Source: an optimization exercise on an open RTL-to-GDS flow (aim: a short achievable clock period and few clock cycles). Production flows keep margins and buffers that such runs may drop.
The RTL was checked by simulation tests, not by an equivalence proof against the original design.
Power and IR drop assume default switching activity.

==> v14: inputs <==
==> flow/design.v <==
`timescale 1ns / 1ps
module ks_add #(parameter W = 32) (
    input  wire [W-1:0] a,
    input  wire [W-1:0] b,
    input  wire         cin,
    output wire [W-1:0] sum,
    output wire         cout
);
    parameter L = 6;    
    wire [W:0] g [0:L];
    wire [W:0] p [0:L];
    wire [W-1:0] x = a ^ b;
    assign g[0] = {a & b, cin};
    assign p[0] = {x, 1'b0};
    genvar l, i;
    generate
        for (l = 0; l < L; l = l + 1) begin : lvl
            for (i = 0; i <= W; i = i + 1) begin : bitn
                if (i >= (1 << l)) begin : op
                    assign g[l+1][i] = g[l][i] | (p[l][i] & g[l][i-(1<<l)]);
                    assign p[l+1][i] = p[l][i] & p[l][i-(1<<l)];
                end else begin : pass
                    assign g[l+1][i] = g[l][i];
                    assign p[l+1][i] = p[l][i];
                end
            end
        end
    endgenerate
    assign sum  = x ^ g[L][W-1:0];
    assign cout = g[L][W];
endmodule
`timescale 1ns / 1ps
module pipeline (
    input wire clk,
    input wire reset,                         
    output wire [31:0] imem_addr,
    input wire [31:0] imem_data,
    output wire [31:0] dmem_addr,
    output wire [31:0] dmem_wdata,
    output wire dmem_we,
    input wire [31:0] dmem_rdata,
    output wire reg_write_out,
    output wire [4:0] write_reg_out,
    output wire [31:0] write_data_out
);
    reg [31:0] pc;                            
    reg [31:0] pc_n;                          
    reg        fd_v;
    reg [31:0] fd_ins;
    reg [15:0] fd_tlo, fd_pchi;               
    reg        fd_tc, fd_cross;               
    reg [31:1] fd_rsoh, fd_rtoh;              
    reg        stall_r;                       
    reg        de_v, de_wr, de_ld, de_st, de_br, de_sub;
    reg [4:0]  de_dst;
    reg [31:0] de_a, de_b, de_s, de_tgt;
    reg        de_fa, de_fb, de_fs, de_fsl;
    reg [4:0]  de_op_ab, de_op_rb, de_op_ar, de_op_rr;    
    reg        em_wr, em_ld, em_st;
    reg [4:0]  em_dst;
    reg [31:0] em_res, em_addr, em_sd;
    reg        mw_wr;                         
    reg [4:0]  mw_dst;                        
    reg [31:0] mw_val;                        
    reg [31:0] mw_out;                        
    reg [31:1] mw_we;                         
    reg [31:0] rf [1:31];
    wire [31:0] pci = ~pc_n;
    wire [31:0] pc1;
    wire        pc1_c;
    ks_add #(32) add_pc1 (.a(pci), .b(32'd0), .cin(1'b1), .sum(pc1), .cout(pc1_c));
    wire [15:0] t_lo;
    wire        t_c;
    ks_add #(16) add_tlo (.a(pci[15:0]), .b(imem_data[15:0]), .cin(1'b1), .sum(t_lo), .cout(t_c));
    wire [31:0] f_tgt  = {pci[31:16], t_lo};
    wire        f_cross = t_c != imem_data[15];
    wire        f_jump = imem_data[31:26] == 6'h04 && imem_data[25:21] == imem_data[20:16];
    assign imem_addr = pc;
    wire [5:0] op = fd_ins[31:26];
    wire [5:0] fn = fd_ins[5:0];
    wire [4:0] rs = fd_ins[25:21];
    wire [4:0] rt = fd_ins[20:16];
    wire [4:0] rd = fd_ins[15:11];
    wire [31:0] imm = {{16{fd_ins[15]}}, fd_ins[15:0]};
    wire isR = op == 6'h00;
    wire isL = op == 6'h23;
    wire isS = op == 6'h2B;
    wire isB = op == 6'h04 && rs != rt;       
    wire useA = isR | isL | isS | isB;
    wire useB = isR | isB;
    wire [4:0] dst = isR ? rd : rt;
    wire wr = (isR | isL) && dst != 5'd0;
    wire eA = de_v && de_wr && de_dst == rs;
    wire eB = de_v && de_wr && de_dst == rt;
    wire mA = em_wr && em_dst == rs;
    wire mB = em_wr && em_dst == rt;
    wire wA = mw_wr && mw_dst == rs;
    wire wB = mw_wr && mw_dst == rt;
    reg [31:0] rfA, rfB;
    integer k;
    always @(*) begin
        rfA = 32'd0;
        rfB = 32'd0;
        for (k = 1; k < 32; k = k + 1) begin
            rfA = rfA | ({32{fd_rsoh[k]}} & rf[k]);
            rfB = rfB | ({32{fd_rtoh[k]}} & rf[k]);
        end
    end
    wire [31:0] vA = mA ? (em_ld ? dmem_rdata : em_res) : wA ? mw_val : rfA;
    wire [31:0] vB = mB ? (em_ld ? dmem_rdata : em_res) : wB ? mw_val : rfB;
    wire stall = stall_r && fd_v && de_v;
    wire [5:0] f_op = imem_data[31:26];
    wire f_isB  = f_op == 6'h04 && imem_data[25:21] != imem_data[20:16];
    wire f_useA = f_op == 6'h00 || f_op == 6'h23 || f_op == 6'h2B || f_isB;
    wire f_useB = f_op == 6'h00 || f_isB;
    wire stall_n = fd_v && !stall && isL && wr &&
                   ((f_useA && imem_data[25:21] == dst) || (f_useB && imem_data[20:16] == dst));
    wire dv = fd_v && !stall;
    wire [15:0] d_hp1, d_hm1;
    wire        d_hp1_c, d_hm1_c;
    ks_add #(16) add_hp1 (.a(fd_pchi), .b(16'd0), .cin(1'b1), .sum(d_hp1), .cout(d_hp1_c));
    ks_add #(16) add_hm1 (.a(fd_pchi), .b(16'hFFFF), .cin(1'b0), .sum(d_hm1), .cout(d_hm1_c));
    wire [15:0] d_thi = (fd_tc == fd_ins[15]) ? fd_pchi : fd_tc ? d_hp1 : d_hm1;
    wire [31:0] d_tgt = {d_thi, fd_tlo};
    wire d_fuse = isB && de_sub &&
                  ((rs == de_dst && rt == 5'd0) || (rt == de_dst && rs == 5'd0));
    wire [4:0] d_op = {isR && fn == 6'h2A, isR && fn == 6'h25, isR && fn == 6'h24,
                       isR && fn == 6'h22, isL || isS || (isR && fn == 6'h20)};
    wire d_fa = eA;
    wire d_fb = eB && useB;
    wire [31:0] ad_ab, su_ab, ad_rb, su_rb, ad_ar, su_ar;
    wire        ac_ab, sc_ab, ac_rb, sc_rb, ac_ar, sc_ar;
    ks_add #(32) add_ab (.a(de_a),   .b(de_b),    .cin(1'b0), .sum(ad_ab), .cout(ac_ab));
    ks_add #(32) sub_ab (.a(de_a),   .b(~de_b),   .cin(1'b1), .sum(su_ab), .cout(sc_ab));
    ks_add #(32) add_rb (.a(em_res), .b(de_b),    .cin(1'b0), .sum(ad_rb), .cout(ac_rb));
    ks_add #(32) sub_rb (.a(em_res), .b(~de_b),   .cin(1'b1), .sum(su_rb), .cout(sc_rb));
    ks_add #(32) add_ar (.a(de_a),   .b(em_res),  .cin(1'b0), .sum(ad_ar), .cout(ac_ar));
    ks_add #(32) sub_ar (.a(de_a),   .b(~em_res), .cin(1'b1), .sum(su_ar), .cout(sc_ar));
    wire [31:0] res =
        ({32{de_op_ab[0]}} & ad_ab) | ({32{de_op_ab[1]}} & su_ab) |
        ({32{de_op_ab[2]}} & (de_a & de_b)) | ({32{de_op_ab[3]}} & (de_a | de_b)) |
        {31'd0, de_op_ab[4] & (de_a < de_b)} |
        ({32{de_op_rb[0]}} & ad_rb) | ({32{de_op_rb[1]}} & su_rb) |
        ({32{de_op_rb[2]}} & (em_res & de_b)) | ({32{de_op_rb[3]}} & (em_res | de_b)) |
        {31'd0, de_op_rb[4] & (em_res < de_b)} |
        ({32{de_op_ar[0]}} & ad_ar) | ({32{de_op_ar[1]}} & su_ar) |
        ({32{de_op_ar[2]}} & (de_a & em_res)) | ({32{de_op_ar[3]}} & (de_a | em_res)) |
        {31'd0, de_op_ar[4] & (de_a < em_res)} |
        ({32{de_op_rr[0]}} & {em_res[30:0], 1'b0}) | ({32{de_op_rr[2] | de_op_rr[3]}} & em_res);
    wire [31:0] s_add = de_fa ? ad_rb : ad_ab;    
    wire e_eq = (de_fa && de_fb) ? 1'b1 :
                de_fa ? em_res == de_b :
                de_fb ? de_a == em_res : de_a == de_b;
    wire red_E = e_eq && de_br;
    wire red_D = !red_E && dv && ((e_eq && d_fuse) || fd_cross);
    wire misE = red_E;
    wire misD = red_D;
    wire        take_red = red_E || red_D;
    wire [31:0] redir = red_E ? de_tgt : d_tgt;
    wire [31:0] other = reset ? 32'd0 : take_red ? redir : stall ? pci : pc1;
    wire        pick_tgt = f_jump && !reset && !take_red && !stall;
    wire [31:0] npc = pick_tgt ? f_tgt : other;
    always @(posedge clk) begin
        pc   <= npc;
        pc_n <= ~npc;
    end
    integer j;
    always @(posedge clk) begin
        stall_r <= stall_n && !reset;
        if (reset || misE || misD)
            fd_v <= 1'b0;
        else if (!stall)
            fd_v <= 1'b1;
        if (!stall) begin
            fd_ins <= imem_data;
            fd_tlo   <= t_lo;
            fd_tc    <= t_c;
            fd_pchi  <= pci[31:16];
            fd_cross <= f_jump && f_cross;
            for (j = 1; j < 32; j = j + 1) begin
                fd_rsoh[j] <= imem_data[25:21] == j;
                fd_rtoh[j] <= imem_data[20:16] == j;
            end
        end
    end
    wire go = dv && !misE && !reset;
    always @(posedge clk) begin
        de_v   <= go;
        de_wr  <= go && wr;
        de_ld  <= go && isL;
        de_st  <= go && isS;
        de_br  <= go && isB && !d_fuse;
        de_sub <= go && wr && isR && fn == 6'h22;
        de_dst <= dst;
        de_a   <= vA;
        de_b   <= (isL || isS) ? imm : vB;
        de_s   <= vB;
        de_tgt <= d_tgt;
        de_fa  <= d_fa;
        de_fb  <= d_fb;
        de_fs  <= eB && !de_ld;
        de_fsl <= eB && de_ld;
        de_op_ab <= d_op & {5{!d_fa && !d_fb}};
        de_op_rb <= d_op & {5{d_fa && !d_fb}};
        de_op_ar <= d_op & {5{!d_fa && d_fb}};
        de_op_rr <= d_op & {5{d_fa && d_fb}};
    end
    always @(posedge clk) begin
        em_wr   <= de_v && de_wr && !reset;
        em_ld   <= de_v && de_ld && !reset;
        em_st   <= de_v && de_st && !reset;
        em_dst  <= de_dst;
        em_res  <= res;
        em_addr <= s_add;
        em_sd   <= de_fsl ? dmem_rdata : de_fs ? em_res : de_s;
    end
    assign dmem_addr  = em_addr;
    assign dmem_wdata = em_sd;
    assign dmem_we    = em_st;
    always @(posedge clk) begin
        mw_wr  <= em_wr && !reset;
        mw_dst <= em_dst;
        mw_val <= em_ld ? dmem_rdata : em_res;
        mw_out <= em_wr ? (em_ld ? dmem_rdata : em_res) : 32'd0;
        for (j = 1; j < 32; j = j + 1)
            mw_we[j] <= em_wr && !reset && em_dst == j;
    end
    integer w;
    always @(posedge clk) begin
        for (w = 1; w < 32; w = w + 1)
            if (mw_we[w])
                rf[w] <= mw_val;
    end
    assign reg_write_out  = mw_wr;
    assign write_reg_out  = mw_dst;
    assign write_data_out = mw_out;
endmodule
==> flow/run.sh <==
#!/bin/bash
# synth_recipe.tcl (not shown) runs the flow's synth.tcl, then flattens the netlist and writes it again
# the make line also repeats each setting of config.mk as NAME=value (left out here)
make -C /OpenROAD-flow-scripts/flow DESIGN_CONFIG=/design/flow/config.mk WORK_HOME=/design/flow/orfs CLKGATE_MAP_FILE= SYNTH_SCRIPT=/design/flow/synth_recipe.tcl finish
==> flow/config.mk <==
export PLATFORM = sky130hd
export DESIGN_NAME = pipeline
export DESIGN_NICKNAME = pipeline
export VERILOG_FILES = /design/flow/design.v
export SDC_FILE = /design/flow/constraint.sdc
export NUM_CORES = 4
export LEC_CHECK = 0
export ABC_CLOCK_PERIOD_IN_PS = 2500
export CAP_MARGIN = 20
export CORE_MARGIN = 2
export CORE_UTILIZATION = 55
export SETUP_SLACK_MARGIN = 5
export SLEW_MARGIN = 20
export SYNTH_HIERARCHICAL = 1
export SYNTH_MINIMUM_KEEP_SIZE = 0
==> flow/constraint.sdc <==
create_clock -name core_clock -period 8.0 [get_ports {clk}]
set_input_delay 1.6000 -clock core_clock [delete_from_list [all_inputs] [get_ports {clk}]]
set_output_delay 1.6000 -clock core_clock [all_outputs]
set_load 0.01 [all_outputs]
==> inputs of v32, as changes to v14 <==
--- a/flow/design.v
+++ b/flow/design.v
@@ -48,11 +48,12 @@
     reg        fd_v;
     reg [31:0] fd_ins;
-    reg [15:0] fd_tlo, fd_pchi;               
-    reg        fd_tc, fd_cross;               
+    reg [15:0] fd_tlo, fd_thi;                
+    reg        fd_cross;                      
     reg [31:1] fd_rsoh, fd_rtoh;              
     reg        stall_r;                       
     reg        de_v, de_wr, de_ld, de_st, de_br, de_sub;
     reg [4:0]  de_dst;
-    reg [31:0] de_a, de_b, de_s, de_tgt;
+    reg [31:0] de_a, de_b, de_bx, de_s, de_tgt;
+    reg        de_bsub;                       
     reg        de_fa, de_fb, de_fs, de_fsl;
     reg [4:0]  de_op_ab, de_op_rb, de_op_ar, de_op_rr;    
@@ -75,4 +76,9 @@
     wire [31:0] f_tgt  = {pci[31:16], t_lo};
     wire        f_cross = t_c != imem_data[15];
+    wire [15:0] f_hp1, f_hm1;
+    wire        f_hp1_c, f_hm1_c;
+    ks_add #(16) add_hp1 (.a(pci[31:16]), .b(16'd0), .cin(1'b1), .sum(f_hp1), .cout(f_hp1_c));
+    ks_add #(16) add_hm1 (.a(pci[31:16]), .b(16'hFFFF), .cin(1'b0), .sum(f_hm1), .cout(f_hm1_c));
+    wire [15:0] f_thi = !f_cross ? pci[31:16] : t_c ? f_hp1 : f_hm1;
     wire        f_jump = imem_data[31:26] == 6'h04 && imem_data[25:21] == imem_data[20:16];
     assign imem_addr = pc;
@@ -117,10 +123,5 @@
                    ((f_useA && imem_data[25:21] == dst) || (f_useB && imem_data[20:16] == dst));
     wire dv = fd_v && !stall;
-    wire [15:0] d_hp1, d_hm1;
-    wire        d_hp1_c, d_hm1_c;
-    ks_add #(16) add_hp1 (.a(fd_pchi), .b(16'd0), .cin(1'b1), .sum(d_hp1), .cout(d_hp1_c));
-    ks_add #(16) add_hm1 (.a(fd_pchi), .b(16'hFFFF), .cin(1'b0), .sum(d_hm1), .cout(d_hm1_c));
-    wire [15:0] d_thi = (fd_tc == fd_ins[15]) ? fd_pchi : fd_tc ? d_hp1 : d_hm1;
-    wire [31:0] d_tgt = {d_thi, fd_tlo};
+    wire [31:0] d_tgt = {fd_thi, fd_tlo};
     wire d_fuse = isB && de_sub &&
                   ((rs == de_dst && rt == 5'd0) || (rt == de_dst && rs == 5'd0));
@@ -129,24 +130,24 @@
     wire d_fa = eA;
     wire d_fb = eB && useB;
-    wire [31:0] ad_ab, su_ab, ad_rb, su_rb, ad_ar, su_ar;
-    wire        ac_ab, sc_ab, ac_rb, sc_rb, ac_ar, sc_ar;
-    ks_add #(32) add_ab (.a(de_a),   .b(de_b),    .cin(1'b0), .sum(ad_ab), .cout(ac_ab));
-    ks_add #(32) sub_ab (.a(de_a),   .b(~de_b),   .cin(1'b1), .sum(su_ab), .cout(sc_ab));
-    ks_add #(32) add_rb (.a(em_res), .b(de_b),    .cin(1'b0), .sum(ad_rb), .cout(ac_rb));
-    ks_add #(32) sub_rb (.a(em_res), .b(~de_b),   .cin(1'b1), .sum(su_rb), .cout(sc_rb));
-    ks_add #(32) add_ar (.a(de_a),   .b(em_res),  .cin(1'b0), .sum(ad_ar), .cout(ac_ar));
-    ks_add #(32) sub_ar (.a(de_a),   .b(~em_res), .cin(1'b1), .sum(su_ar), .cout(sc_ar));
-    wire [31:0] res =
-        ({32{de_op_ab[0]}} & ad_ab) | ({32{de_op_ab[1]}} & su_ab) |
+    wire [31:0] as_ab, as_rb, ad_ar, su_ar;
+    wire        ac_ab, ac_rb, ac_ar, sc_ar;
+    ks_add #(32) as_ab_u (.a(de_a),   .b(de_bx),    .cin(de_bsub), .sum(as_ab), .cout(ac_ab));
+    ks_add #(32) as_rb_u (.a(em_res), .b(de_bx),    .cin(de_bsub), .sum(as_rb), .cout(ac_rb));
+    ks_add #(32) add_ar  (.a(de_a),   .b(em_res),   .cin(1'b0),    .sum(ad_ar), .cout(ac_ar));
+    ks_add #(32) sub_ar  (.a(de_a),   .b(~em_res),  .cin(1'b1),    .sum(su_ar), .cout(sc_ar));
+    wire [31:0] res_early =
         ({32{de_op_ab[2]}} & (de_a & de_b)) | ({32{de_op_ab[3]}} & (de_a | de_b)) |
         {31'd0, de_op_ab[4] & (de_a < de_b)} |
-        ({32{de_op_rb[0]}} & ad_rb) | ({32{de_op_rb[1]}} & su_rb) |
         ({32{de_op_rb[2]}} & (em_res & de_b)) | ({32{de_op_rb[3]}} & (em_res | de_b)) |
         {31'd0, de_op_rb[4] & (em_res < de_b)} |
-        ({32{de_op_ar[0]}} & ad_ar) | ({32{de_op_ar[1]}} & su_ar) |
         ({32{de_op_ar[2]}} & (de_a & em_res)) | ({32{de_op_ar[3]}} & (de_a | em_res)) |
         {31'd0, de_op_ar[4] & (de_a < em_res)} |
         ({32{de_op_rr[0]}} & {em_res[30:0], 1'b0}) | ({32{de_op_rr[2] | de_op_rr[3]}} & em_res);
-    wire [31:0] s_add = de_fa ? ad_rb : ad_ab;    
+    wire [31:0] res =
+        ({32{de_op_ab[0] | de_op_ab[1]}} & as_ab) |
+        ({32{de_op_rb[0] | de_op_rb[1]}} & as_rb) |
+        ({32{de_op_ar[0]}} & ad_ar) | ({32{de_op_ar[1]}} & su_ar) |
+        res_early;
+    wire [31:0] s_add = de_fa ? as_rb : as_ab;    
     wire e_eq = (de_fa && de_fb) ? 1'b1 :
                 de_fa ? em_res == de_b :
@@ -156,9 +157,11 @@
     wire misE = red_E;
     wire misD = red_D;
-    wire        take_red = red_E || red_D;
-    wire [31:0] redir = red_E ? de_tgt : d_tgt;
-    wire [31:0] other = reset ? 32'd0 : take_red ? redir : stall ? pci : pc1;
-    wire        pick_tgt = f_jump && !reset && !take_red && !stall;
-    wire [31:0] npc = pick_tgt ? f_tgt : other;
+    wire        redD_eq = dv && (d_fuse || fd_cross);    
+    wire        redD_ne = dv && fd_cross;
+    wire [31:0] oth_eq = reset ? 32'd0 : de_br ? de_tgt : redD_eq ? d_tgt : stall ? pci : pc1;
+    wire [31:0] oth_ne = reset ? 32'd0 : redD_ne ? d_tgt : stall ? pci : pc1;
+    wire        ft_eq  = f_jump && !reset && !de_br && !redD_eq && !stall;
+    wire        ft_ne  = f_jump && !reset && !redD_ne && !stall;
+    wire [31:0] npc = (e_eq ? ft_eq : ft_ne) ? f_tgt : e_eq ? oth_eq : oth_ne;
     always @(posedge clk) begin
         pc   <= npc;
@@ -175,6 +178,5 @@
             fd_ins <= imem_data;
             fd_tlo   <= t_lo;
-            fd_tc    <= t_c;
-            fd_pchi  <= pci[31:16];
+            fd_thi   <= f_thi;
             fd_cross <= f_jump && f_cross;
             for (j = 1; j < 32; j = j + 1) begin
@@ -195,4 +197,6 @@
         de_a   <= vA;
         de_b   <= (isL || isS) ? imm : vB;
+        de_bx  <= ((isL || isS) ? imm : vB) ^ {32{d_op[1]}};
+        de_bsub <= d_op[1];
         de_s   <= vB;
         de_tgt <= d_tgt;
--- a/flow/config.mk
+++ b/flow/config.mk
@@ -9,5 +9,5 @@
 export CAP_MARGIN = 20
 export CORE_MARGIN = 2
-export CORE_UTILIZATION = 55
+export CORE_UTILIZATION = 45
 export SETUP_SLACK_MARGIN = 5
 export SLEW_MARGIN = 20
==> inputs of v38, as changes to v14 <==
--- a/flow/design.v
+++ b/flow/design.v
@@ -48,11 +48,13 @@
     reg        fd_v;
     reg [31:0] fd_ins;
-    reg [15:0] fd_tlo, fd_pchi;               
-    reg        fd_tc, fd_cross;               
+    reg [15:0] fd_tlo, fd_thi;                
+    reg        fd_cross;                      
+    reg        fd_bz_rs, fd_bz_rt;            
     reg [31:1] fd_rsoh, fd_rtoh;              
     reg        stall_r;                       
     reg        de_v, de_wr, de_ld, de_st, de_br, de_sub;
     reg [4:0]  de_dst;
-    reg [31:0] de_a, de_b, de_s, de_tgt;
+    reg [31:0] de_a, de_b, de_bx, de_s, de_tgt;
+    reg        de_bsub;                       
     reg        de_fa, de_fb, de_fs, de_fsl;
     reg [4:0]  de_op_ab, de_op_rb, de_op_ar, de_op_rr;    
@@ -75,4 +77,9 @@
     wire [31:0] f_tgt  = {pci[31:16], t_lo};
     wire        f_cross = t_c != imem_data[15];
+    wire [15:0] f_hp1, f_hm1;
+    wire        f_hp1_c, f_hm1_c;
+    ks_add #(16) add_hp1 (.a(pci[31:16]), .b(16'd0), .cin(1'b1), .sum(f_hp1), .cout(f_hp1_c));
+    ks_add #(16) add_hm1 (.a(pci[31:16]), .b(16'hFFFF), .cin(1'b0), .sum(f_hm1), .cout(f_hm1_c));
+    wire [15:0] f_thi = !f_cross ? pci[31:16] : t_c ? f_hp1 : f_hm1;
     wire        f_jump = imem_data[31:26] == 6'h04 && imem_data[25:21] == imem_data[20:16];
     assign imem_addr = pc;
@@ -117,36 +124,30 @@
                    ((f_useA && imem_data[25:21] == dst) || (f_useB && imem_data[20:16] == dst));
     wire dv = fd_v && !stall;
-    wire [15:0] d_hp1, d_hm1;
-    wire        d_hp1_c, d_hm1_c;
-    ks_add #(16) add_hp1 (.a(fd_pchi), .b(16'd0), .cin(1'b1), .sum(d_hp1), .cout(d_hp1_c));
-    ks_add #(16) add_hm1 (.a(fd_pchi), .b(16'hFFFF), .cin(1'b0), .sum(d_hm1), .cout(d_hm1_c));
-    wire [15:0] d_thi = (fd_tc == fd_ins[15]) ? fd_pchi : fd_tc ? d_hp1 : d_hm1;
-    wire [31:0] d_tgt = {d_thi, fd_tlo};
-    wire d_fuse = isB && de_sub &&
-                  ((rs == de_dst && rt == 5'd0) || (rt == de_dst && rs == 5'd0));
+    wire [31:0] d_tgt = {fd_thi, fd_tlo};
+    wire d_fuse = de_sub && ((fd_bz_rs && rs == de_dst) || (fd_bz_rt && rt == de_dst));
     wire [4:0] d_op = {isR && fn == 6'h2A, isR && fn == 6'h25, isR && fn == 6'h24,
                        isR && fn == 6'h22, isL || isS || (isR && fn == 6'h20)};
     wire d_fa = eA;
     wire d_fb = eB && useB;
-    wire [31:0] ad_ab, su_ab, ad_rb, su_rb, ad_ar, su_ar;
-    wire        ac_ab, sc_ab, ac_rb, sc_rb, ac_ar, sc_ar;
-    ks_add #(32) add_ab (.a(de_a),   .b(de_b),    .cin(1'b0), .sum(ad_ab), .cout(ac_ab));
-    ks_add #(32) sub_ab (.a(de_a),   .b(~de_b),   .cin(1'b1), .sum(su_ab), .cout(sc_ab));
-    ks_add #(32) add_rb (.a(em_res), .b(de_b),    .cin(1'b0), .sum(ad_rb), .cout(ac_rb));
-    ks_add #(32) sub_rb (.a(em_res), .b(~de_b),   .cin(1'b1), .sum(su_rb), .cout(sc_rb));
-    ks_add #(32) add_ar (.a(de_a),   .b(em_res),  .cin(1'b0), .sum(ad_ar), .cout(ac_ar));
-    ks_add #(32) sub_ar (.a(de_a),   .b(~em_res), .cin(1'b1), .sum(su_ar), .cout(sc_ar));
-    wire [31:0] res =
-        ({32{de_op_ab[0]}} & ad_ab) | ({32{de_op_ab[1]}} & su_ab) |
+    wire [31:0] as_ab, as_rb, ad_ar, su_ar;
+    wire        ac_ab, ac_rb, ac_ar, sc_ar;
+    ks_add #(32) as_ab_u (.a(de_a),   .b(de_bx),    .cin(de_bsub), .sum(as_ab), .cout(ac_ab));
+    ks_add #(32) as_rb_u (.a(em_res), .b(de_bx),    .cin(de_bsub), .sum(as_rb), .cout(ac_rb));
+    ks_add #(32) add_ar  (.a(de_a),   .b(em_res),   .cin(1'b0),    .sum(ad_ar), .cout(ac_ar));
+    ks_add #(32) sub_ar  (.a(de_a),   .b(~em_res),  .cin(1'b1),    .sum(su_ar), .cout(sc_ar));
+    wire [31:0] res_early =
         ({32{de_op_ab[2]}} & (de_a & de_b)) | ({32{de_op_ab[3]}} & (de_a | de_b)) |
         {31'd0, de_op_ab[4] & (de_a < de_b)} |
-        ({32{de_op_rb[0]}} & ad_rb) | ({32{de_op_rb[1]}} & su_rb) |
         ({32{de_op_rb[2]}} & (em_res & de_b)) | ({32{de_op_rb[3]}} & (em_res | de_b)) |
         {31'd0, de_op_rb[4] & (em_res < de_b)} |
-        ({32{de_op_ar[0]}} & ad_ar) | ({32{de_op_ar[1]}} & su_ar) |
         ({32{de_op_ar[2]}} & (de_a & em_res)) | ({32{de_op_ar[3]}} & (de_a | em_res)) |
         {31'd0, de_op_ar[4] & (de_a < em_res)} |
         ({32{de_op_rr[0]}} & {em_res[30:0], 1'b0}) | ({32{de_op_rr[2] | de_op_rr[3]}} & em_res);
-    wire [31:0] s_add = de_fa ? ad_rb : ad_ab;    
+    wire [31:0] res =
+        ({32{de_op_ab[0] | de_op_ab[1]}} & as_ab) |
+        ({32{de_op_rb[0] | de_op_rb[1]}} & as_rb) |
+        ({32{de_op_ar[0]}} & ad_ar) | ({32{de_op_ar[1]}} & su_ar) |
+        res_early;
+    wire [31:0] s_add = de_fa ? as_rb : as_ab;    
     wire e_eq = (de_fa && de_fb) ? 1'b1 :
                 de_fa ? em_res == de_b :
@@ -156,9 +157,11 @@
     wire misE = red_E;
     wire misD = red_D;
-    wire        take_red = red_E || red_D;
-    wire [31:0] redir = red_E ? de_tgt : d_tgt;
-    wire [31:0] other = reset ? 32'd0 : take_red ? redir : stall ? pci : pc1;
-    wire        pick_tgt = f_jump && !reset && !take_red && !stall;
-    wire [31:0] npc = pick_tgt ? f_tgt : other;
+    wire        redD_eq = dv && (d_fuse || fd_cross);    
+    wire        redD_ne = dv && fd_cross;
+    wire [31:0] oth_eq = reset ? 32'd0 : de_br ? de_tgt : redD_eq ? d_tgt : stall ? pci : pc1;
+    wire [31:0] oth_ne = reset ? 32'd0 : redD_ne ? d_tgt : stall ? pci : pc1;
+    wire        ft_eq  = f_jump && !reset && !de_br && !redD_eq && !stall;
+    wire        ft_ne  = f_jump && !reset && !redD_ne && !stall;
+    wire [31:0] npc = (e_eq ? ft_eq : ft_ne) ? f_tgt : e_eq ? oth_eq : oth_ne;
     always @(posedge clk) begin
         pc   <= npc;
@@ -175,6 +178,7 @@
             fd_ins <= imem_data;
             fd_tlo   <= t_lo;
-            fd_tc    <= t_c;
-            fd_pchi  <= pci[31:16];
+            fd_thi   <= f_thi;
+            fd_bz_rs <= f_isB && imem_data[20:16] == 5'd0;
+            fd_bz_rt <= f_isB && imem_data[25:21] == 5'd0;
             fd_cross <= f_jump && f_cross;
             for (j = 1; j < 32; j = j + 1) begin
@@ -195,4 +199,6 @@
         de_a   <= vA;
         de_b   <= (isL || isS) ? imm : vB;
+        de_bx  <= ((isL || isS) ? imm : vB) ^ {32{d_op[1]}};
+        de_bsub <= d_op[1];
         de_s   <= vB;
         de_tgt <= d_tgt;
==> notes <==
In v38 the sequential power is larger than in v32, by about 1%.
The highest die area belongs to v32, the lowest to v38.
Of v32 and v14, v32 has the higher flip-flop and latch count (gap 32).
Of v38 and v32, v32 has the higher critical path depth (gap 2).
Between v38 and v32, the lower cell area is in v38 (gap about 0.54%, measured against v32).
Of v14 and v38, v14 has the higher synthesized cell count (gap 2.3%, measured against v38).
The lowest non-clock buffer count belongs to v38, the highest to v32.
Clock skew, highest first: v14, v38, v32.
Core utilization, highest first: v38, v14, v32.
Register-to-register slack, highest first: v32, v14, v38.
The highest worst setup slack belongs to v32, the lowest to v38.
==> figures <==
quantity	v32	v38	v14
Outcome	no timing/DRC/antenna violations	no timing/DRC/antenna violations	no timing/DRC/antenna violations
Multi-input logic portion of the cell area	40.3%	40.7%	42.3%
Wire length per cell	37.3 µm	38.5 µm	38.8 µm
Crit Path Max Fanout	6	8	6
PwrDens	258 nW/µm²	265 nW/µm²	257 nW/µm²
Design area	98,200 µm²	97,700 µm²	99,000 µm²
Metal3 WL	57.5 mm	61.9 mm	62.8 mm
Combinational-cell power consumption	7440 µW	7510 µW	7880 µW
Number of ordinary and repair buffers in the finished layout	679	604	631
Placement Cell Area	85,800 µm²	85,100 µm²	87,200 µm²
Data arrival at the endpoint of the critical path	3.89 ns	4.11 ns	3.96 ns
Power consumption	25,300 µW	25,900 µW	25,400 µW
Register cell area after layout	43,300 µm²	43,400 µm²	42,700 µm²
Layout inverter count without the clock tree	265	238	244
Min Tclk post-route	3.21 ns	3.47 ns	3.30 ns
Worst flop-to-flop path endpoint	pc[8]	pc[25]	em_res[21]
# diodes	6	9	5
Cell depth of the worst setup path	13	11	13
Net Switching	8370 µW	8380 µW	8640 µW
Multi-input combinational cell count	4,726	4,749	4,938
Core outline area	178,000 µm²	146,000 µm²	149,000 µm²
Global-route wire length before repair	502 mm	495 mm	508 mm
Initial antenna violation count	10	14	11
Testbench counts of v14, summed over its fixed seeds: cycles 10,255.
Testbench counts of v32, summed over its fixed seeds: cycles 10,255.
Testbench counts of v38, summed over its fixed seeds: cycles 10,255.

-- afterwards: timing with drivers on the ports --
How much do the figures lean on ideal ports? The routed layouts below were timed once more, with nothing changed but the port constraints. Step 1: set_driving_cell puts a clkbuf_16 on clk and a buf_2 on each other input, an assumption about the parent block. Step 2 moves the port delays by t, midway between the first and last clock arrival at a register: inputs arrive t later, outputs are due t later. That takes back most of the time a late clock gives input paths. Three values: no drivers, after step 1, after step 2; two values: the first two.
run | t, ns | setup slack, ns | worst hold slack (ns) | worst register clock-pin slew, ns | pins driven straight from the clock port
v14 | 0.916 | 4.697 / 4.697 / 3.887 | 0.367 / 0.367 / 0.367 | 0.08 / 0.08 | 1
v32 | 0.922 | 4.785 / 4.785 / 4.030 | 0.390 / 0.390 / 0.390 | 0.07 / 0.07 | 1
v38 | 0.901 | 4.527 / 4.527 / 3.869 | 0.386 / 0.386 / 0.386 | 0.07 / 0.07 | 1
After both steps setup and hold are still met in every run listed. For v14, which loses most, drivers alone change the setup slack by 0.000 ns; drivers and shift together by -0.810 ns.
